This is an optimization exercise on Yosys and OpenROAD, whose aim is small area, a short achievable clock period and few clock cycles, not a production implementation. The RTL was checked by simulation tests, not by an equivalence proof against the original design.

==> flow/design.v (outline; a module is shown in full before it is edited, if it fits) <==
// module PE: 2954 lines
module PE (
	input clk,
	input rst,
	input PE_en,
	input [13-1:0] i_config,
	input [32-1:0] ifmap,
	input [32-1:0] filter,
	input [32-1:0] ipsum,
	input ifmap_valid,
	input filter_valid,
	input ipsum_valid,
	input opsum_ready,
	output reg [32-1:0] opsum,
	output reg ifmap_ready,
	output reg filter_ready,
	output reg ipsum_ready,
	output reg opsum_valid
);
  // ...
==> flow/flow/run.sh <==
#!/bin/bash
# Layout flow: the standard synthesis, then a netlist pass (fapol.py) that
# re-polarises full adders to drop the inverters synthesis leaves between them,
# then the standard ORFS layout with repair_timing asked for extra setup margin.
set -euo pipefail
RES=$PWD/orfs/results/sky130hd/PE/base
LIB=$FLOW_HOME/platforms/sky130hd/lib/sky130_fd_sc_hd__tt_025C_1v80.lib
bash standard.sh synth > synth.log 2>&1
cp $RES/1_2_yosys.v $RES/1_2_yosys.orig.v
python3 flow/fapol.py $LIB $RES/1_2_yosys.orig.v $RES/1_2_yosys.v > fapol.log 2>&1
rm -f $RES/1_synth.odb
bash standard.sh SETUP_SLACK_MARGIN=8.4 TNS_END_PERCENT=100 'BUFFER_PORTS_ARGS=-buffer_cell sky130_fd_sc_hd__buf_2' finish > standard.log 2>&1
==> flow/flow/fapol.py <==
#!/usr/bin/env python3
"""Re-polarise full adders (and simple gates) in a mapped sky130hd netlist.

A full adder is self-dual: FA(~a, ~b, ~c) = (~cout, ~sum).  Yosys' extract_fa
leaves inverters between chained fa cells.  This pass chooses, for every fa
cell, whether it computes the true or the complemented function, and for some
simple gates whether to use the cell or its complement (nand2 <-> and2, ...),
so that as few inverters as possible are needed.  It then removes every
inverter and adds back one inverter per signal whose complement is still
read.  Flip-flops, ports and all other cells keep their function and names.

usage: fapol.py LIBERTY IN.v OUT.v [report]
"""
import re, sys, random, math
from collections import defaultdict, Counter

lib, fin, fout = sys.argv[1:4]
rng = random.Random(1)

# ---- liberty: pin directions and areas
txt = open(lib).read()
pindir, AREA = {}, {}
for chunk in re.split(r'\n\s*cell\s*\(', txt)[1:]:
    nm = re.match(r'\s*"?(\w+)"?', chunk).group(1)
    am = re.search(r'area\s*:\s*([\d.]+)', chunk)
    if am:
        AREA[nm] = float(am.group(1))
    d = {}
    for pm in re.finditer(r'\bpin\s*\(\s*"?(\w+)"?\s*\)\s*\{[^{}]*?direction\s*:\s*"?(\w+)"?', chunk, re.S):
        d[pm.group(1)] = pm.group(2)
    pindir[nm] = d
INV = AREA["sky130_fd_sc_hd__inv_1"]

# ---- netlist
src = open(fin).read()
inst_re = re.compile(r'^  (sky130_fd_sc_hd__\w+)\s+(\\\S+ |\S+)\s*\((.*?)\);\n', re.M | re.S)
pin_re = re.compile(r'\.(\w+)\(\s*(\\\S+ |[^()]*?)\s*\)')
insts = []
for m in inst_re.finditer(src):
    pins = [(p, n.strip()) for p, n in pin_re.findall(m.group(3))]
    insts.append(dict(typ=m.group(1), name=m.group(2), pins=pins, span=m.span()))
if re.search(r'^\s*assign\s', src, re.M):
    sys.exit("fapol: netlist has assign statements; not handled")
outports = set()
for m in re.finditer(r'^\s*output\s+(\[(\d+):(\d+)\]\s+)?(\w+);', src, re.M):
    if m.group(1):
        hi, lo = int(m.group(2)), int(m.group(3))
        for b in range(min(hi, lo), max(hi, lo) + 1):
            outports.add(f"{m.group(4)}[{b}]")
    else:
        outports.add(m.group(4))

def is_inv(t): return re.fullmatch(r'sky130_fd_sc_hd__(inv|clkinv)_\d+', t) is not None
def is_fa(t): return re.fullmatch(r'sky130_fd_sc_hd__fa_\d+', t) is not None

driver = {}
for i, ins in enumerate(insts):
    for p, n in ins['pins']:
        if pindir[ins['typ']].get(p) == 'output' and n:
            driver[n] = (i, p)

def root(n):
    par = 0
    for _ in range(1000):
        if n in driver and is_inv(insts[driver[n][0]]['typ']):
            n = dict(insts[driver[n][0]]['pins'])['A']
            par ^= 1
        else:
            return n, par
    sys.exit("fapol: inverter loop")

cons = defaultdict(list)          # root -> [(inst or None, pin/port, parity)]
for i, ins in enumerate(insts):
    if is_inv(ins['typ']):
        continue
    for p, n in ins['pins']:
        if pindir[ins['typ']].get(p) == 'input' and n and not n.startswith("1'"):
            r, par = root(n)
            cons[r].append((i, p, par))
for n in outports:
    r, par = root(n)
    cons[r].append((None, n, par))

fas = [i for i, ins in enumerate(insts) if is_fa(ins['typ'])]
s = {i: 0 for i in fas}
fa_of_root = {}
for i in fas:
    for p, n in insts[i]['pins']:
        if p in ('SUM', 'COUT'):
            fa_of_root[n] = i
fa_inroots = defaultdict(set)
for r, lst in cons.items():
    for ci, p, par in lst:
        if ci is not None and ci in s:
            fa_inroots[ci].add(r)

COMP = {}
for a, b in [("nand2_1", "and2_1"), ("nor2_1", "or2_1"), ("xor2_1", "xnor2_1"),
             ("nand3_1", "and3_1"), ("nor3_1", "or3_1"), ("a21oi_1", "a21o_1"),
             ("o21ai_0", "o21a_1"), ("a22oi_1", "a22o_1"), ("o22ai_1", "o22a_1"),
             ("mux2i_1", "mux2_1"), ("a211oi_1", "a211o_1"), ("o211ai_1", "o211a_1"),
             ("nand4_1", "and4_1"), ("nor4_1", "or4_1"), ("a31oi_1", "a31o_1"),
             ("o31ai_1", "o31a_1")]:
    COMP["sky130_fd_sc_hd__" + a] = "sky130_fd_sc_hd__" + b
    COMP["sky130_fd_sc_hd__" + b] = "sky130_fd_sc_hd__" + a
gates = {}
for i, ins in enumerate(insts):
    if ins['typ'] in COMP:
        outs = [n for p, n in ins['pins'] if pindir[ins['typ']].get(p) == 'output']
        if len(outs) == 1 and outs[0] in cons:
            gates[i] = outs[0]
g_of_root = {n: i for i, n in gates.items()}
gs = {i: 0 for i in gates}

def pol(r):
    if r in fa_of_root: return s[fa_of_root[r]]
    if r in g_of_root: return gs[g_of_root[r]]
    return 0
def need_inv(r):
    pi = pol(r)
    for ci, p, par in cons[r]:
        if par ^ (s[ci] if (ci is not None and ci in s) else 0) != pi:
            return 1
    return 0
def affected(i):
    rs = set(fa_inroots[i])
    for p, n in insts[i]['pins']:
        if p in ('SUM', 'COUT') and n in cons:
            rs.add(n)
    return rs
def gdelta(i):
    t0 = insts[i]['typ']
    return AREA[COMP[t0]] - AREA[t0]

ninv_old = sum(1 for ins in insts if is_inv(ins['typ']))
before = sum(need_inv(r) for r in cons)

# ---- simulated annealing over fa polarities and gate types
moves = [("f", i) for i in fas] + [("g", i) for i in gates]
cur = before * INV
best_cost, best = cur, (dict(s), dict(gs))
T0, T1, N = 4.0, 0.02, 400000
for step in range(N):
    T = T0 * (T1 / T0) ** (step / N)
    kind, i = moves[rng.randrange(len(moves))]
    if kind == "f":
        rs = affected(i)
        c0 = sum(need_inv(r) for r in rs) * INV
        s[i] ^= 1
        d = sum(need_inv(r) for r in rs) * INV - c0
        if d <= 0 or rng.random() < math.exp(-d / T):
            cur += d
        else:
            s[i] ^= 1
    else:
        r = gates[i]
        c0 = need_inv(r) * INV
        gs[i] ^= 1
        d = need_inv(r) * INV + (gdelta(i) if gs[i] else -gdelta(i)) - c0
        if d <= 0 or rng.random() < math.exp(-d / T):
            cur += d
        else:
            gs[i] ^= 1
    if cur < best_cost - 1e-9:
        best_cost, best = cur, (dict(s), dict(gs))
s, gs = best
for i in gates:
    if gs[i]:
        old_t = insts[i]['typ']; new_t = COMP[old_t]
        oo = [p for p, dd in pindir[old_t].items() if dd == 'output']
        no = [p for p, dd in pindir[new_t].items() if dd == 'output']
        assert len(oo) == 1 and len(no) == 1
        insts[i]['pins'] = [((no[0] if p == oo[0] else p), n) for p, n in insts[i]['pins']]
        assert set(p for p, n in insts[i]['pins']) <= set(pindir[new_t]), (old_t, new_t)
        insts[i]['typ'] = new_t
after = sum(need_inv(r) for r in cons)

# ---- rebuild
def fmt(n):
    return n.rstrip() + ' ' if n.startswith('\\') else n
newinv, newwires = {}, []
def phys(r, want):
    if want == pol(r):
        return r
    if r not in newinv:
        k = len(newinv)
        newinv[r] = f"fapol_n{k}"
        newwires.append((f"fapol_inv{k}", r, f"fapol_n{k}"))
    return newinv[r]
newpins = {}
for r, lst in cons.items():
    for ci, p, par in lst:
        req = par ^ (s[ci] if (ci is not None and ci in s) else 0)
        newpins[(ci, p)] = phys(r, req)

out, pos = [], 0
for i, ins in enumerate(insts):
    a, b = ins['span']
    out.append(src[pos:a]); pos = b
    if is_inv(ins['typ']):
        continue
    pins = [(p, newpins.get((i, p), n)) for p, n in ins['pins']]
    body = ",\n".join(f"    .{p}({fmt(n)})" for p, n in pins)
    out.append(f"  {ins['typ']} {ins['name']} (\n{body}\n  );\n")
tail = src[pos:]
extra = []
for n in sorted(outports):
    pn = newpins[(None, n)]
    if pn != n:
        extra.append(f"  sky130_fd_sc_hd__buf_1 fapol_obuf{len(extra)} (\n    .A({fmt(pn)}),\n    .X({n})\n  );\n")
decl = "".join(f"  wire {w};\n" for _, _, w in newwires)
invs = "".join(f"  sky130_fd_sc_hd__inv_1 {nm} (\n    .A({fmt(r)}),\n    .Y({w})\n  );\n" for nm, r, w in newwires)
res = "".join(out)
hdr_end = res.index(');\n') + 3
res = res[:hdr_end] + decl + res[hdr_end:]
tail = tail.replace("endmodule", invs + "".join(extra) + "endmodule", 1)
open(fout, "w").write(res + tail)
print(f"fapol: {len(fas)} fa cells, {sum(s.values())} flipped; {sum(gs.values())} gates swapped; "
      f"inverters {ninv_old} -> {len(newwires)}, port buffers {len(extra)}; area change "
      f"{(len(newwires) - ninv_old) * INV + sum(gdelta(i) * 0 for i in gates):.0f} um2 (inverters only)")
if len(sys.argv) > 4:
    c = Counter()
    for nm, r, w in newwires:
        t = (insts[driver[r][0]]['typ'][18:] + "." + driver[r][1]) if r in driver else "port"
        kinds = Counter(insts[ci]['typ'][18:] if ci is not None else 'port' for ci, p, par in cons[r])
        c[(t, tuple(sorted(kinds)))] += 1
    for k, v in c.most_common(15): print(v, k)
==> flow/standard.sh <==
#!/bin/bash
# synth_recipe.tcl (not shown) runs the flow's synth.tcl, then flattens the netlist and writes it again
# the make line also repeats each setting of config.mk as NAME=value (left out here)
make -C /OpenROAD-flow-scripts/flow DESIGN_CONFIG=/design/flow/config.mk WORK_HOME=/design/flow/orfs CLKGATE_MAP_FILE= SYNTH_SCRIPT=/design/flow/synth_recipe.tcl "${@:-finish}"
==> flow/config.mk <==
export PLATFORM = sky130hd
export DESIGN_NAME = PE
export DESIGN_NICKNAME = PE
export VERILOG_FILES = /design/flow/design.v
export SDC_FILE = /design/flow/constraint.sdc
export NUM_CORES = 8
export LEC_CHECK = 0
export CAP_MARGIN = 20
export CORE_MARGIN = 2
export CORE_UTILIZATION = 55
export CTS_CLUSTER_DIAMETER = 80
export CTS_CLUSTER_SIZE = 30
export SLEW_MARGIN = 20
==> flow/constraint.sdc <==
create_clock -name core_clock -period 12.0 [get_ports {clk}]
set_input_delay 2.4000 -clock core_clock [delete_from_list [all_inputs] [get_ports {clk}]]
set_output_delay 2.4000 -clock core_clock [all_outputs]
set_load 0.01 [all_outputs]
==> flow_summary_export.csv, run 1 <==
group,metric,value,unit
cts,post_cts_resized,74,
routing,m1WireLength,64800,um
final_layout,final_cell_area,57500,um^2
cts,cts_buffers,46,
final_layout,seq_share,44.2,%
hold_path,hold_path_depth,0,
routing,wl_met3,19000,um
cts,clock_latency,0.69,ns
routing,vias,31800,
sta,hold_violations,0,
setup_path,crit_arrival,4.14,ns
setup_path,startpoint,"ca_9_2$_DFFE_PN_",
status,status,"no timing/DRC/antenna violations",
floorplanning,num_rows,113,
setup_path,crit_top_cell,"fa_1",
setup_path,regToRegStartpoint,"ca_9_2$_DFFE_PN_",
global_routing,use_met1,46.7,%
placed_design,finalWeightedCongestion,0.999,
setup_path,path_cells,"fa_1 > fa_1 > fa_2 > fa_1 > fa_1 > fa_2",
final_layout,clkCellAreaFrac,2.76,%
floorplanning,die_y,314,um
routing,met2_length,69400,um
cts,htree_levels,2,
Testbench counts, summed over its fixed seeds: cycles 10,032.
==> run 2, diff against run 1 <==
--- a/flow/design.v
+++ b/flow/design.v
@@ -31,70 +31,73 @@
 reg np;                             
 reg sfull, slast;                   
 reg [31:0] sk_o;
 wire o_take = !opsum_valid | opsum_ready;
 wire hasp = np;
 wire c_go = vB & hasp & !sfull;            
 wire adv = !vB | c_go;                     
 wire job_end = opsum_valid & opsum_ready & olast;
-reg [95:0] stg;                   
-reg stg_full;                     
-reg [1:0] stg_k;                  
 reg [95:0] R0, R1, R2, R3;
 reg [2:0] T0, T1, T2, T3;         
+reg [3:0] M;                      
 reg [2:0] kw;      
 reg [1:0] fr;      
 reg fdone;         
 wire e_dw = busy ? cdw : i_config[12];
 wire [1:0] e_rs = busy ? crs : i_config[11:10];
 wire [1:0] e_p = busy ? cp : i_config[8:7];
 wire f_rowlast = (fr == e_rs);
 wire f_last = f_rowlast & (kw[1:0] == e_p);
-wire f_store = f_fire & (!e_dw | (kw == 3'd0));
+wire f_keep = !e_dw | (kw == 3'd0);         
+wire f_store = f_fire & f_keep;
 wire f_done_one = f_store & f_rowlast;
-wire ins_rule = cdw ? !T1[2] : ((stg_k == 2'd0) | (T0[2] & (T0[1:0] == stg_k - 2'd1)));
-wire ins = stg_full & ins_rule;
+wire hold = cdw & T0[2];
+wire [2:0] tagc = {1'b1, kw[1:0]};
 always @(posedge clk) begin
-	if (f_store && fr == 2'd0) stg[31:0] <= filter;
-	if (f_store && fr == 2'd1) stg[63:32] <= filter;
-	if (f_store && fr == 2'd2) stg[95:64] <= filter;
-	R0 <= ins ? stg : R1;
+	R0[31:0] <= (f_store && fr == 2'd0) ? filter : (hold ? R0[31:0] : R1[31:0]);
+	R0[95:32] <= hold ? R0[95:32] : R1[95:32];
 	R1 <= R2;
-	R2 <= R3;
-	R3 <= R0;
+	R2[63:0] <= R3[63:0];
+	R2[95:64] <= (f_store && fr == 2'd2) ? filter : R3[95:64];
+	R3[31:0] <= R0[31:0];
+	R3[63:32] <= (f_store && fr == 2'd1) ? filter : R0[63:32];
+	R3[95:64] <= R0[95:64];
 end
-wire stg_keep = stg_full & !(ins & !cdw);
-wire stg_full_next = f_done_one | stg_keep;
-wire [1:0] stg_k_next = f_done_one ? kw[1:0] : stg_k;
-wire [2:0] T0_next = ins ? {1'b1, stg_k} : T1;
-wire rule0_next = cdw ? !T2[2] : ((stg_k == 2'd0) | (T0_next[2] & (T0_next[1:0] == stg_k - 2'd1)));
-wire rule1_next = cdw ? !T2[2] : ((kw[1:0] == 2'd0) | (T0_next[2] & (T0_next[1:0] == kw[1:0] - 2'd1)));
-wire block0 = stg_keep & !rule0_next & !cdw;    
-wire block1 = !rule1_next & !cdw;               
+wire idle_n = (!busy & !PE_en) | job_end;
+wire [3:0] rotM = {M[0], M[3], M[2], M[1]};
+wire [3:0] M_n0 = idle_n ? 4'b0010 : rotM;
+wire [3:0] M_n1 = (f_keep & f_rowlast) ? M : rotM;
+wire [1:0] fr_n1 = f_rowlast ? 2'd0 : fr + 2'd1;
+wire [2:0] kw_n1 = kw + {2'b0, f_rowlast};
+wire pos_n0 = (fr == 2'd0 & M_n0[1]) | (fr == 2'd1 & M_n0[0]) | (fr == 2'd2 & M_n0[3]);
+wire pos_n1 = (fr_n1 == 2'd0 & M_n1[1]) | (fr_n1 == 2'd1 & M_n1[0]) | (fr_n1 == 2'd2 & M_n1[3]);
+wire rdy_n0 = !fdone & ((e_dw & (kw != 3'd0)) | pos_n0);
+wire rdy_n1 = !(fdone | f_last) & ((e_dw & (kw_n1 != 3'd0)) | pos_n1);
 wire fdone_next = fdone | (f_fire & f_last);
+wire [2:0] T0_next = hold ? T0 : T1;       
 always @(posedge clk or posedge rst) begin
 	if (rst) begin
-		kw <= 3'd0; fr <= 2'd0; fdone <= 1'b0; filter_ready <= 1'b0;
-		stg_full <= 1'b0; stg_k <= 2'd0;
+		kw <= 3'd0; fr <= 2'd0; fdone <= 1'b0; filter_ready <= 1'b0; M <= 4'b0010;
 		T0 <= 3'd0; T1 <= 3'd0; T2 <= 3'd0; T3 <= 3'd0;
 	end else if (job_end) begin
-		kw <= 3'd0; fr <= 2'd0; fdone <= 1'b0; filter_ready <= 1'b1;
-		stg_full <= 1'b0; stg_k <= 2'd0;
+		kw <= 3'd0; fr <= 2'd0; fdone <= 1'b0; filter_ready <= 1'b1; M <= 4'b0010;
 		T0 <= 3'd0; T1 <= 3'd0; T2 <= 3'd0; T3 <= 3'd0;
 	end else begin
 		if (f_fire) begin
-			fr <= f_rowlast ? 2'd0 : fr + 2'd1;
-			if (f_rowlast) kw <= kw + 3'd1;
+			fr <= fr_n1;
+			kw <= kw_n1;
 		end
 		fdone <= fdone_next;
-		stg_full <= stg_full_next;
-		stg_k <= stg_k_next;
-		T0 <= T0_next; T1 <= T2; T2 <= T3; T3 <= T0;
-		filter_ready <= !fdone_next & !(f_done_one ? block1 : block0);
+		M <= f_fire ? M_n1 : M_n0;
+		T0 <= (f_done_one && e_rs == 2'd0) ? tagc : T0_next;
+		T1 <= T2;
+		T2 <= (f_done_one && e_rs == 2'd2) ? tagc : T3;
+		T3 <= (f_done_one && e_rs == 2'd1) ? tagc : T0;
+		filter_ready <= f_fire ? rdy_n1 : rdy_n0;
 	end
 end
 reg [31:0] q0, q1, q2, q3;
 reg [2:0] nq;
 reg [4:0] ci;      
 reg [1:0] ki;      
 reg idone;         
 reg [11:0] xen;    
==> flow/flow/run.sh (replaced) <==
#!/bin/bash
# Layout flow: the standard synthesis, then a netlist pass (fapol.py) that
# re-polarises full adders to drop the inverters synthesis leaves between them,
# then the standard ORFS layout with repair_timing asked for extra setup margin.
set -euo pipefail
RES=$PWD/orfs/results/sky130hd/PE/base
LIB=$FLOW_HOME/platforms/sky130hd/lib/sky130_fd_sc_hd__tt_025C_1v80.lib
bash standard.sh synth > synth.log 2>&1
cp $RES/1_2_yosys.v $RES/1_2_yosys.orig.v
python3 flow/fapol.py $LIB $RES/1_2_yosys.orig.v $RES/1_2_yosys.v > fapol.log 2>&1
rm -f $RES/1_synth.odb
bash standard.sh SETUP_SLACK_MARGIN=8.6 TNS_END_PERCENT=100 'BUFFER_PORTS_ARGS=-buffer_cell sky130_fd_sc_hd__buf_2' finish > standard.log 2>&1
==> flow/config.mk (replaced) <==
export PLATFORM = sky130hd
export DESIGN_NAME = PE
export DESIGN_NICKNAME = PE
export VERILOG_FILES = /design/flow/design.v
export SDC_FILE = /design/flow/constraint.sdc
export NUM_CORES = 8
export LEC_CHECK = 0
export CAP_MARGIN = 20
export CORE_MARGIN = 2
export CORE_UTILIZATION = 40
export CTS_CLUSTER_DIAMETER = 80
export CTS_CLUSTER_SIZE = 30
export SLEW_MARGIN = 20
==> run 2 against run 1 <==
- register-to-register slack improved by 0.02 ns
- critical path depth did not move
- count of clock-buffer cells in the layout fell by 2
- synthesized area fell by 3.7%
- non-clock buffer count rose by 185
- first-iteration DRC count fell by 1.6%
- utilization fell by 13 points
- wire length rose by 4.2%
- critical path type unchanged
- largest cell class unchanged
==> flow_summary_export.csv, run 2 <==
group,metric,value,unit
status,status,"no timing/DRC/antenna violations",
global_routing,track_usage,24.4,%
setup_path,critical_path.max_fanout,1,
sta,worst_pin_slew,1.07,ns
sta,maxSlewViolCount,0,
setup_path,worstReg2RegEnd,"cb_10_0$_DFFE_PN_",
setup_path,worstSetupPathType,"register to register",
floorplanning,num_rows,130,
sta,hold_violations,0,
setup_path,critPathRequiredTime,12.39,ns
final_layout,area_growth,16.9,%
routing,vias,31700,
floorplanning,ios,152,
setup_path,start_kind,"register",
sta,finalSetupTns,0,ns
global_routing,met3_usage,7.75,%
routing,via_per_inst,5.71,
global_routing,grt_max_degree,201,
sta,setup_slack,8.29,ns
placed_design,portBuffers,151,
routing,drtPass1Iterations,6,
routing,ant_nets,0,
sta,setup_viol,0,
sta,rsz0062_at_grt,"yes",
synth,synth_cells,3560,
synth,syn_area_per_cell,14.3,um^2
synth,yosys_warnings,1,
global_routing,antenna_found_initial,10,
cts,cts_tree,"yes",
cts,clock_latency,0.67,ns
run,drv_cap,0,
sta,relSlewSlack,28.6,%
hold_path,worstHoldEndpoint,"R1[50]$_DFF_P_",
sta,final.period_utilization,30.9,%
cts,cts_root_buffer,"clkbuf_16",
routing,drt_iter0_drc,3715,
floorplanning,die_w,361,um
cts,clkTransAtPathRegs,0.11,ns
global_routing,grt_pass1_vias,31300,
placed_design,hpwl,125000,um
cts,cts_buffers,46,
setup_path,rrSetupSlack,8.29,ns
final_layout,seq_area,23600,um^2
placed_design,dpl_worst_slack,7.49,ns
hold_path,min_path_type,"register to register",
sta,max_freq,0.270,GHz
final_layout,finalNonFillerCells,5560,
hold_path,min-delay-start,"R2[50]$_DFF_P_",
global_routing,grt.busiest_layer,"met2",
setup_path,crit_arrival,4.10,ns
setup_path,regToRegStartpoint,"ca_10_11$_DFFE_PN_",
global_routing,grt_pass1_wl,227000,um
cts,cts_buffer_depth,3,
sta,finalCriticalPeriod,3.71,ns
global_routing,gr-total-overflow,0,
final_layout,layout.nets,4790,
final_layout,multi_input_area,27600,um^2
final_layout,drive_gt1_share,24.1,%
setup_path,r2r.worst_path.cells,6,
placed_design,dp_cells,5225,
routing,drc,0,
synth,synth_area,50900,um^2
routing,wirelength,167000,um
sta,fin_skew,0.0391,ns
floorplanning,die_y,361,um
final_layout,nFillCells,10900,
floorplanning,initial_core_util,40.4,%
cts,cts.sinks,896,
synth,synth_nets,4483,
floorplanning,dieArea,130000,um^2
global_routing,use_met1,34.4,%
final_layout,mostFrequentLayoutCells,"fa_1 (686), edfxtp_1 (534), and3_1 (422)",
hold_path,hold_path_depth,0,
placed_design,finalWeightedCongestion,0.990,
setup_path,end_kind,"register",
floorplanning,core,126000,um^2
routing,routedWlPerCell,30.0,um
cts,htree_levels,2,
global_routing,grtUsageMet2,36.5,%
final_layout,final_common_cell,"fa_1",
==> run 2: changes by cell type in the layout (fill, tap and decap cells not counted), moves of 15 or more <==
cell       change
and3_1        -63
o21ai_0       -34
mux2_1        -21
inv_1         +25
dfxtp_1      -107
mux2_4        +58
fa_2          +49
nand3_1       +36
clkbuf_16     +15
buf_12        +66
mux2i_1       -24
fa_1          -49
buf_4        +101
mux2_2        +20
==> run 2: metrics by stage <==
stage / instance area (um^2) / hold WS [ns] / util (%)
floorplan: 51700 / 0.310 / -
global placement: 53900 / 0.310 / 42.8
detailed placement: 53900 / 0.312 / 42.8
CTS: 57200 / 0.299 / 45.4
global route: 59500 / 0.292 / 47.2
finish: 59500 / 0.295 / 47.2
==> run 2: area by class of cell <==
cell class / instances / share of cell area, %
inverter: 121 / 0.795
tap: 1650 / 3.47
timing repair buffer: 409 / 6.94
clock buffer: 58 / 2.21
multi-input combinational: 2393 / 46.3
clock inverter: 28 / 0.683
antenna: 5 / 0.0210
sequential: 896 / 39.6
==> run 2: how the worst max path moves through the flow <==
| stage | start | to | cells past startpoint |
|---|---|---|---|
| after global placement | i_config[12] | R0[12]$_DFFE_PP_ | 6 |
| after global routing | ca_10_11$_DFFE_PN_ | cb_10_0$_DFFE_PN_ | 6 |
| final | ca_10_11$_DFFE_PN_ | cb_10_0$_DFFE_PN_ | 6 |
| after detailed placement | i_config[12] | R0[3]$_DFFE_PP_ | 6 |
| after floorplan | sfull$_DFFE_PP0P_ | ca_0_0$_DFFE_PN_ | 3 |
| after CTS | ca_10_9$_DFFE_PN_ | cb_10_0$_DFFE_PN_ | 6 |
==> run 2: per-layer routing <==
| metal | vias up | share of wire (%) |
|---|---|---|
| li1 | 13000 | - |
| met1 | 16500 | 40 |
| met2 | 1754 | 43 |
| met3 | 403 | 12 |
| met4 | 2 | 4.5 |
| met5 | - | 0.0078 |
==> run 2: worst max-delay path, cell delays in order, from the launching register on <==
cell      delay [ns]
edfxtp_1        0.44
fa_1            0.58
fa_1            0.45
fa_2            0.57
fa_2            0.45
fa_2            0.54
fa_2            0.42
==> run 2: repair_timing <==
action,CTS,global route
endpoints found under the setup margin,491,437
hold buffers,0,0
pin swaps,26,40
setup buffers,69,148
resized for setup,142,104
cloned,12,15
Testbench counts of run 2, summed over its fixed seeds: cycles 10,064.
==> run 3, diff against run 2 <==
--- a/flow/flow/run.sh
+++ b/flow/flow/run.sh
@@ -9,4 +9,4 @@
 cp $RES/1_2_yosys.v $RES/1_2_yosys.orig.v
 python3 flow/fapol.py $LIB $RES/1_2_yosys.orig.v $RES/1_2_yosys.v > fapol.log 2>&1
 rm -f $RES/1_synth.odb
-bash standard.sh SETUP_SLACK_MARGIN=8.6 TNS_END_PERCENT=100 'BUFFER_PORTS_ARGS=-buffer_cell sky130_fd_sc_hd__buf_2' finish > standard.log 2>&1
+bash standard.sh SETUP_SLACK_MARGIN=8.5 TNS_END_PERCENT=100 'BUFFER_PORTS_ARGS=-buffer_cell sky130_fd_sc_hd__buf_2' finish > standard.log 2>&1
==> run 3 against run 2 <==
- synthesized area did not move
- via count fell by 3.5%
- count of clock-buffer cells in the layout is 1 lower
- wire length fell by 4.4%
- critical path depth stayed put
- clock skew up 0.017 ns
- sequential cell count did not move
- cell count fell by 2.9%
- sequential share of layout area rose by 1.5 points
==> flow_summary_export.csv, run 3 <==
group,metric,value,unit
placed_design,finalWeightedCongestion,0.972,
sta,finalCriticalPeriod,3.69,ns
sta,final.period_utilization,30.8,%
floorplanning,ios,152,
sta,fin_skew,0.0563,ns
routing,drc,0,
sta,maxSlewViolCount,0,
synth,syn_area_per_cell,14.3,um^2
placed_design,dp_cells,5224,
global_routing,grt_max_degree,179,
routing,drt_iter0_drc,3634,
routing,vias,30600,
floorplanning,dieArea,130000,um^2
floorplanning,die_w,361,um
floorplanning,core,126000,um^2
setup_path,critPathRequiredTime,12.40,ns
hold_path,hold_path_depth,0,
synth,yosys_warnings,1,
setup_path,end_kind,"register",
routing,drtPass1Iterations,7,
final_layout,finalNonFillerCells,5399,
synth,synth_cells,3560,
final_layout,nFillCells,11100,
routing,via_per_inst,5.67,
cts,cts.sinks,896,
setup_path,slowest_delay,0.58,ns
global_routing,track_usage,24.0,%
sta,rsz0062_at_grt,"yes",
floorplanning,num_rows,130,
routing,routedWlPerCell,29.5,um
global_routing,antenna_found_initial,11,
sta,setup_viol,0,
setup_path,path_cells,"fa_1 > fa_2 > fa_2 > fa_2 > fa_1 > fa_2",
sta,setup_slack,8.31,ns
setup_path,r2r.worst_path.cells,6,
cts,clock_latency,0.68,ns
setup_path,critical_path.max_fanout,1,
final_layout,area_growth,12.5,%
sta,max_freq,0.271,GHz
global_routing,grt_pass1_vias,30900,
run,drv_cap,0,
cts,cts_tree,"yes",
cts,htree_levels,2,
routing,ant_nets,0,
floorplanning,initial_core_util,40.4,%
placed_design,portBuffers,151,
sta,worst_pin_slew,1.04,ns
cts,cts_buffers,47,
routing,wirelength,159000,um
sta,finalSetupTns,0,ns
setup_path,start_kind,"register",
cts,cts_root_buffer,"clkbuf_16",
final_layout,final_common_cell,"fa_1",
floorplanning,die_y,361,um
setup_path,crit_arrival,4.09,ns
final_layout,layout.nets,4631,
setup_path,crit_top_cell,"fa_2",
final_layout,drive_gt1_share,19.9,%
final_layout,mostFrequentLayoutCells,"fa_1 (713), edfxtp_1 (534), and3_1 (422)",
status,status,"no timing/DRC/antenna violations",
setup_path,slowest_stage,"fa_1",
global_routing,gr-total-overflow,0,
setup_path,worstSetupPathType,"register to register",
synth,synth_nets,4483,
cts,clkTransAtPathRegs,0.11,ns
placed_design,hpwl,124000,um
global_routing,grt_pass1_wl,223000,um
synth,synth_area,50900,um^2
sta,relSlewSlack,30.3,%
cts,cts_buffer_depth,3,
placed_design,dpl_worst_slack,7.48,ns
sta,hold_violations,0,
hold_path,min_path_type,"register to register",
==> run 3: worst paths after layout <==
check / start / endpoint / slack (ns)
min: R3[44]$_DFF_P_ / R2[44]$_DFF_P_ / 0.33
max in group asynchronous: rst / ifmap_ready$_DFF_PP0_ / 9.61
max reg2reg: ca_10_11$_DFFE_PN_ / cb_10_0$_DFFE_PN_ / 8.31
min in group asynchronous: rst / ipsum_ready$_DFF_PP0_ / 1.86
max: ca_10_11$_DFFE_PN_ / cb_10_0$_DFFE_PN_ / 8.31
min reg2reg: R3[44]$_DFF_P_ / R2[44]$_DFF_P_ / 0.33
==> run 3: what timing repair did <==
action,4_1_cts,5_1_grt
buffers inserted,21,50
hold buffers,0,0
cloned,6,8
pin swaps,27,38
hold endpoints to repair,0,0
endpoints found under the setup margin,510,262
resized for setup,102,95
==> run 3: area by class of cell <==
cell class | count | area, um^2 | share of cell area, %
multi-input cells | 2392 | 27300 | 47.7
diodes | 2 | 5.00 | 0.00874
repair buffers | 250 | 2150 | 3.76
flip-flops and latches | 896 | 23500 | 41.1
clock buffers | 57 | 1210 | 2.12
well taps | 1650 | 2060 | 3.60
inverters | 121 | 463 | 0.808
clock inverters | 31 | 546 | 0.952
==> run 3: metrics by stage <==
step,hold WS [ns],utilization (%),instance area [um^2]
after detailed placement,0.312,42.6,53700
after CTS,0.332,44.5,56100
final,0.328,45.4,57300
after global placement,0.310,42.6,53700
after floorplan,0.310,-,51500
after global routing,0.335,45.4,57300
==> run 3: per-layer routing <==
layer  wire, um  vias up  share of wire [%]  global-route usage, %
met1      66200    16000                 42                   33.8
met5         50        -              0.031                      0
met3      19000      280                 12                   7.80
met2      69500     1616                 44                   35.8
li1           -    12700                  -                      -
met4       4530        8                2.8                   5.87
==> run 3: critical path, delay by kind of cell, from the launching register on <==
kind | cells | cell delay [ns]
adder cells (fa/ha/maj) | 6 | 2.97
flip-flops | 1 | 0.43
==> run 4, diff against run 3 <==
--- a/flow/flow/run.sh
+++ b/flow/flow/run.sh
@@ -9,4 +9,4 @@
 cp $RES/1_2_yosys.v $RES/1_2_yosys.orig.v
 python3 flow/fapol.py $LIB $RES/1_2_yosys.orig.v $RES/1_2_yosys.v > fapol.log 2>&1
 rm -f $RES/1_synth.odb
-bash standard.sh SETUP_SLACK_MARGIN=8.5 TNS_END_PERCENT=100 'BUFFER_PORTS_ARGS=-buffer_cell sky130_fd_sc_hd__buf_2' finish > standard.log 2>&1
+bash standard.sh SETUP_SLACK_MARGIN=8.3 TNS_END_PERCENT=100 'BUFFER_PORTS_ARGS=-buffer_cell sky130_fd_sc_hd__buf_2' finish > standard.log 2>&1
==> run 4 against run 3 <==
- still clean on timing, DRC and antenna
- synthesized cell count unchanged
- clock skew shrank 0.0056 ns
- utilization shrank 1.2 points
- first-iteration DRC count is 4.2% lower
- critical path type is now input port to register
- largest cell class unchanged
==> flow_summary_export.csv, run 4 <==
group,metric,value,unit
global_routing,antenna_found_initial,19,
global_routing,grt_pass1_wl,220000,um
global_routing,grtUsageMet2,34.4,%
sta,maxSlewViolCount,0,
setup_path,regToRegStartpoint,"ca_12_0$_DFFE_PN_",
global_routing,grt.busiest_layer,"met2",
cts,clock_latency,0.70,ns
status,status,"no timing/DRC/antenna violations",
routing,drc,0,
sta,finalSetupTns,0,ns
sta,hold_violations,0,
cts,cts_buffer_depth,3,
synth,synth_area,50900,um^2
routing,routedWlPerCell,28.8,um
routing,ant_nets,0,
synth,syn_area_per_cell,14.3,um^2
floorplanning,dieArea,130000,um^2
floorplanning,initial_core_util,40.4,%
floorplanning,die_y,361,um
floorplanning,num_rows,130,
global_routing,grt_pass1_vias,31000,
synth,synth_nets,4483,
floorplanning,ios,152,
sta,setup_viol,0,
final_layout,seq_area,23500,um^2
setup_path,startpoint,"i_config[12]",
floorplanning,die_w,361,um
routing,vias,30300,
sta,fin_skew,0.0507,ns
setup_path,r2r.worst_path.cells,6,
cts,cts_root_buffer,"clkbuf_16",
placed_design,finalWeightedCongestion,0.975,
placed_design,hpwl,122000,um
routing,via_per_inst,5.67,
routing,drt_iter0_drc,3480,
final_layout,layout.nets,4579,
floorplanning,core,126000,um^2
sta,rsz0062_at_grt,"yes",
setup_path,end_kind,"register",
final_layout,area_growth,9.54,%
cts,htree_levels,2,
placed_design,portBuffers,151,
cts,clkTransAtPathRegs,0.10,ns
final_layout,multi_input_area,26700,um^2
setup_path,start_kind,"input port",
cts,cts-hold-fix-buffers,0,
final_layout,finalNonFillerCells,5349,
run,drv_cap,0,
synth,yosys_warnings,1,
routing,wirelength,154000,um
global_routing,met3_usage,7.78,%
cts,cts_tree,"yes",
global_routing,use_met1,33.5,%
sta,max_freq,0.262,GHz
setup_path,endpoint,"R3[47]$_DFF_P_",
final_layout,final_common_cell,"fa_1",
cts,cts_buffers,49,
sta,final.period_utilization,31.8,%
setup_path,crit_arrival,4.36,ns
setup_path,critical_path.max_fanout,32,
sta,finalCriticalPeriod,3.81,ns
final_layout,nFillCells,11200,
sta,relSlewSlack,28.7,%
setup_path,worstSetupPathType,"input port to register",
global_routing,track_usage,23.5,%
global_routing,grt_max_degree,86,
final_layout,drive_gt1_share,15.7,%
routing,drtPass1Iterations,6,
placed_design,dp_cells,5225,
sta,worst_pin_slew,1.07,ns
global_routing,gr-total-overflow,0,
setup_path,critPathRequiredTime,12.55,ns
setup_path,worstReg2RegEnd,"cb_12_0$_DFFE_PN_",
final_layout,final_util,44.3,%
setup_path,rrSetupSlack,8.32,ns
hold_path,min_path_type,"register to register",
cts,cts.sinks,896,
final_layout,mostFrequentLayoutCells,"fa_1 (744), edfxtp_1 (534), and3_1 (424)",
synth,synth_cells,3560,
run 4: cell types whose count changed in the layout (fill, tap and decap cells not counted), moves of 9 or more:
cell | before | now
and2_1 | 59 | 68
and2_4 | 10 | 1
buf_12 | 40 | 7
buf_4 | 51 | 24
fa_1 | 713 | 744
fa_2 | 37 | 6
mux2_1 | 0 | 26
mux2_2 | 209 | 232
mux2_4 | 50 | 1
run 4: metrics by stage:
step | area, um^2 | setup WS, ns | hold slack, ns
finish | 55800 | 8.19 | 0.302
global route | 55800 | 8.10 | 0.295
CTS | 55500 | 8.22 | 0.302
detailed placement | 53400 | 7.10 | 0.312
global placement | 53400 | 7.14 | 0.310
floorplan | 51100 | 7.84 | 0.310
run 4: repair_timing:
action | 4_1_cts | 5_1_grt
setup endpoints to repair | 417 | 238
pin swaps | 24 | 20
buffers inserted | 14 | 7
gates cloned | 6 | 3
resized for setup | 21 | 35
run 4: routing by layer:
layer / share of wire, % / up-vias
met1: 43 / 15900
met3: 12 / 284
li1: - / 12600
met5: 0.068 / -
met2: 42 / 1527
met4: 3.1 / 14
run 4: layout make-up:
cell class	instances	share of cell area, %
Tap cell	1650	3.70
Inverter	121	0.821
Multi-Input combinational cell	2392	47.8
Antenna cell	2	0.00897
Timing Repair Buffer	195	2.22
Clock inverter	34	1.02
Clock buffer	58	2.28
Sequential cell	896	42.2
Timing Repair inverter	1	0.0135
run 4: worst min-delay path by stage:
| stage | from | end | slack, ns | depth (start not counted) |
|---|---|---|---|---|
| detailed placement | R2[69]$_DFF_P_ | R1[69]$_DFF_P_ | 0.31 | 0 |
| CTS | R3[47]$_DFF_P_ | R2[47]$_DFF_P_ | 0.30 | 0 |
| finish | R3[47]$_DFF_P_ | R2[47]$_DFF_P_ | 0.30 | 0 |
| global placement | R3[13]$_DFF_P_ | R2[13]$_DFF_P_ | 0.31 | 0 |
| floorplan | R2[0]$_DFF_P_ | R1[0]$_DFF_P_ | 0.31 | 0 |
| global route | R3[47]$_DFF_P_ | R2[47]$_DFF_P_ | 0.29 | 0 |
run 4: critical path: stages:
cell and delay [ns]:
buf_2 0.14, mux2i_2 0.21, nor2_2 0.10, nor2_2 0.27
nand2_2 0.62, mux2_2 0.53
==> run 5, diff against run 4 <==
--- a/flow/flow/run.sh
+++ b/flow/flow/run.sh
@@ -9,4 +9,4 @@
 cp $RES/1_2_yosys.v $RES/1_2_yosys.orig.v
 python3 flow/fapol.py $LIB $RES/1_2_yosys.orig.v $RES/1_2_yosys.v > fapol.log 2>&1
 rm -f $RES/1_synth.odb
-bash standard.sh SETUP_SLACK_MARGIN=8.3 TNS_END_PERCENT=100 'BUFFER_PORTS_ARGS=-buffer_cell sky130_fd_sc_hd__buf_2' finish > standard.log 2>&1
+bash standard.sh SETUP_SLACK_MARGIN=8.4 TNS_END_PERCENT=100 'BUFFER_PORTS_ARGS=-buffer_cell sky130_fd_sc_hd__buf_2' finish > standard.log 2>&1
==> run 5 against run 4 <==
- global-route usage rose by 0.83 points
- utilization up 0.24 points
- setup slack gained 0.13 ns
- cell area grew 0.55%
- worst hold slack improved by 0.018 ns
- cell count about the same
- via count rose by 0.55%
- synthesized cell count is the same
- critical path type is now register to register
==> flow_summary_export.csv, run 5 <==
group,metric,value,unit
cts,cts_root_buffer,"clkbuf_16",
sta,final.period_utilization,30.7,%
synth,yosys_warnings,1,
synth,synth_cells,3560,
sta,max_freq,0.271,GHz
setup_path,r2r.worst_path.cells,6,
sta,setup_slack,8.31,ns
floorplanning,dieArea,130000,um^2
final_layout,final_common_cell,"fa_1",
global_routing,grt_pass1_wl,226000,um
sta,hold_violations,0,
setup_path,worstSetupPathType,"register to register",
floorplanning,die_y,361,um
final_layout,layout.nets,4585,
synth,synth_nets,4483,
placed_design,portBuffers,151,
setup_path,regToRegStartpoint,"ca_12_1$_DFFE_PN_",
global_routing,grt.busiest_layer,"met2",
floorplanning,initial_core_util,40.4,%
global_routing,antenna_found_initial,20,
routing,wirelength,158000,um
cts,htree_levels,2,
final_layout,mostFrequentLayoutCells,"fa_1 (729), edfxtp_1 (534), and3_1 (424)",
floorplanning,ios,152,
sta,finalCriticalPeriod,3.69,ns
routing,ant_nets,0,
global_routing,gr-total-overflow,0,
cts,cts_buffer_depth,3,
final_layout,drive_gt1_share,17.0,%
sta,relSlewSlack,24.8,%
setup_path,critical_path.max_fanout,1,
global_routing,track_usage,24.3,%
sta,maxSlewViolCount,0,
setup_path,worstReg2RegEnd,"cb_12_0$_DFFE_PN_",
final_layout,seq_area,23500,um^2
routing,vias,30500,
floorplanning,die_w,361,um
routing,drt_iter0_drc,3408,
final_layout,multi_input_area,26800,um^2
hold_path,min-delay-start,"R3[19]$_DFF_P_",
setup_path,startpoint,"ca_12_1$_DFFE_PN_",
floorplanning,core,126000,um^2
cts,clock_latency,0.68,ns
final_layout,final_util,44.5,%
synth,synth_area,50900,um^2
routing,drc,0,
setup_path,critPathRequiredTime,12.43,ns
setup_path,end_kind,"register",
placed_design,dpl_worst_slack,7.39,ns
run,drv_cap,0,
final_layout,finalNonFillerCells,5354,
cts,cts-hold-fix-buffers,0,
sta,setup_viol,0,
final_layout,area_growth,10.1,%
setup_path,endpoint,"cb_12_0$_DFFE_PN_",
placed_design,dp_cells,5225,
global_routing,grtUsageMet2,35.5,%
global_routing,grt_pass1_vias,31400,
sta,fin_skew,0.0472,ns
routing,via_per_inst,5.70,
cts,cts_tree,"yes",
cts,cts.sinks,896,
global_routing,use_met1,34.4,%
setup_path,rrSetupSlack,8.31,ns
global_routing,met3_usage,8.03,%
final_layout,nFillCells,11400,
status,status,"no timing/DRC/antenna violations",
hold_path,min_path_type,"register to register",
cts,clkTransAtPathRegs,0.11,ns
routing,routedWlPerCell,29.5,um
sta,rsz0062_at_grt,"yes",
setup_path,crit_arrival,4.12,ns
placed_design,finalWeightedCongestion,0.999,
setup_path,start_kind,"register",
global_routing,grt_max_degree,198,
sta,worst_pin_slew,1.13,ns
floorplanning,num_rows,130,
placed_design,hpwl,125000,um
synth,syn_area_per_cell,14.3,um^2
sta,finalSetupTns,0,ns
routing,drtPass1Iterations,6,
cts,cts_buffers,48,
==> run 5: cell types whose count changed in the layout (fill, tap and decap cells not counted), moves of 6 or more <==
cell and delta:
fa_2 +15, mux2_2 -6, and2_1 -7, inv_8 -7, buf_4 +7, fa_1 -15, buf_12 +10, mux2_4 +6
==> run 5: worst min path at each step <==
stage                                end  slack, ns  depth (start not counted)
after CTS                 R2[19]$_DFF_P_       0.32                          0
after floorplan            R1[0]$_DFF_P_       0.31                          0
after global routing       R1[6]$_DFF_P_       0.32                          0
final                     R2[19]$_DFF_P_       0.32                          0
after global placement    R1[60]$_DFF_P_       0.31                          0
after detailed placement  R1[42]$_DFF_P_       0.31                          0
==> run 5: cell type report <==
class                           instances  share of cell area [%]
Antenna cell                            3                  0.0134
Clock buffer                           58                    2.28
Clock inverter                         31                   0.854
Inverter                              121                   0.823
Multi-Input combinational cell       2389                    47.8
Sequential cell                       896                    41.9
Tap cell                             1650                    3.68
Timing Repair Buffer                  206                    2.58
==> run 5: layer usage <==
layer | wire length (um) | up-vias
met5 | 27 | -
met4 | 4940 | 4
met3 | 19000 | 286
met2 | 67100 | 1597
met1 | 67100 | 16000
li1 | - | 12600
==> run 5: metrics by stage <==
stage / instance area [um^2] / hold WS, ns
2_1_floorplan: 51200 / 0.310
3_3_place_gp: 53500 / 0.310
3_5_place_dp: 53600 / 0.312
4_1_cts: 55800 / 0.316
5_1_grt: 56100 / 0.316
6_report: 56100 / 0.319
==> run 5: what timing repair did <==
item | CTS | global route
pin swaps | 30 | 23
resized for setup | 55 | 56
gates cloned | 5 | 0
endpoints found under the setup margin | 404 | 108
setup buffers | 20 | 12
==> run 5: worst max-delay path: stages, from the launching register on <==
cell and delay, ns:
edfxtp_1 0.42, fa_2 0.60, fa_2 0.45, fa_2 0.55, fa_2 0.45, fa_2 0.56, fa_1 0.41

port drivers added, routing unchanged:
No port has a modelled driver above. Below, the same layouts with a new extraction and two added sets of constraints. Step 1 assumes that a clkbuf_16 drives the clock port and a buf_2 every other input. Step 2 times the ports against the registers' clock, not the clock port: input delays grow and output delays shrink by t, the midpoint of the rising clock arrivals with the driver on. Three values: ideal, step 1, step 2; two values: the first two.
run	shift t [ns]	setup slack, ns	worst setup path after step 2	worst register clock-pin slew, ns	worst data-port slew with drivers (ns)
run 1	0.740	8.272 / 8.246 / 7.720	input to register	0.11 / 0.11	0.07
run 2	0.726	8.294 / 8.285 / 7.879	input to register	0.12 / 0.12	0.09
run 3	0.729	8.306 / 8.252 / 7.856	input to register	0.11 / 0.11	0.10
run 4	0.746	8.186 / 8.193 / 7.488	input to register	0.11 / 0.11	0.07
run 5	0.738	8.314 / 8.285 / 7.760	input to register	0.11 / 0.11	0.09
After both steps setup and hold are still met in every run listed. The setup slack of run 4, which loses most, moves by +0.007 ns with the drivers and by -0.698 ns with both steps.
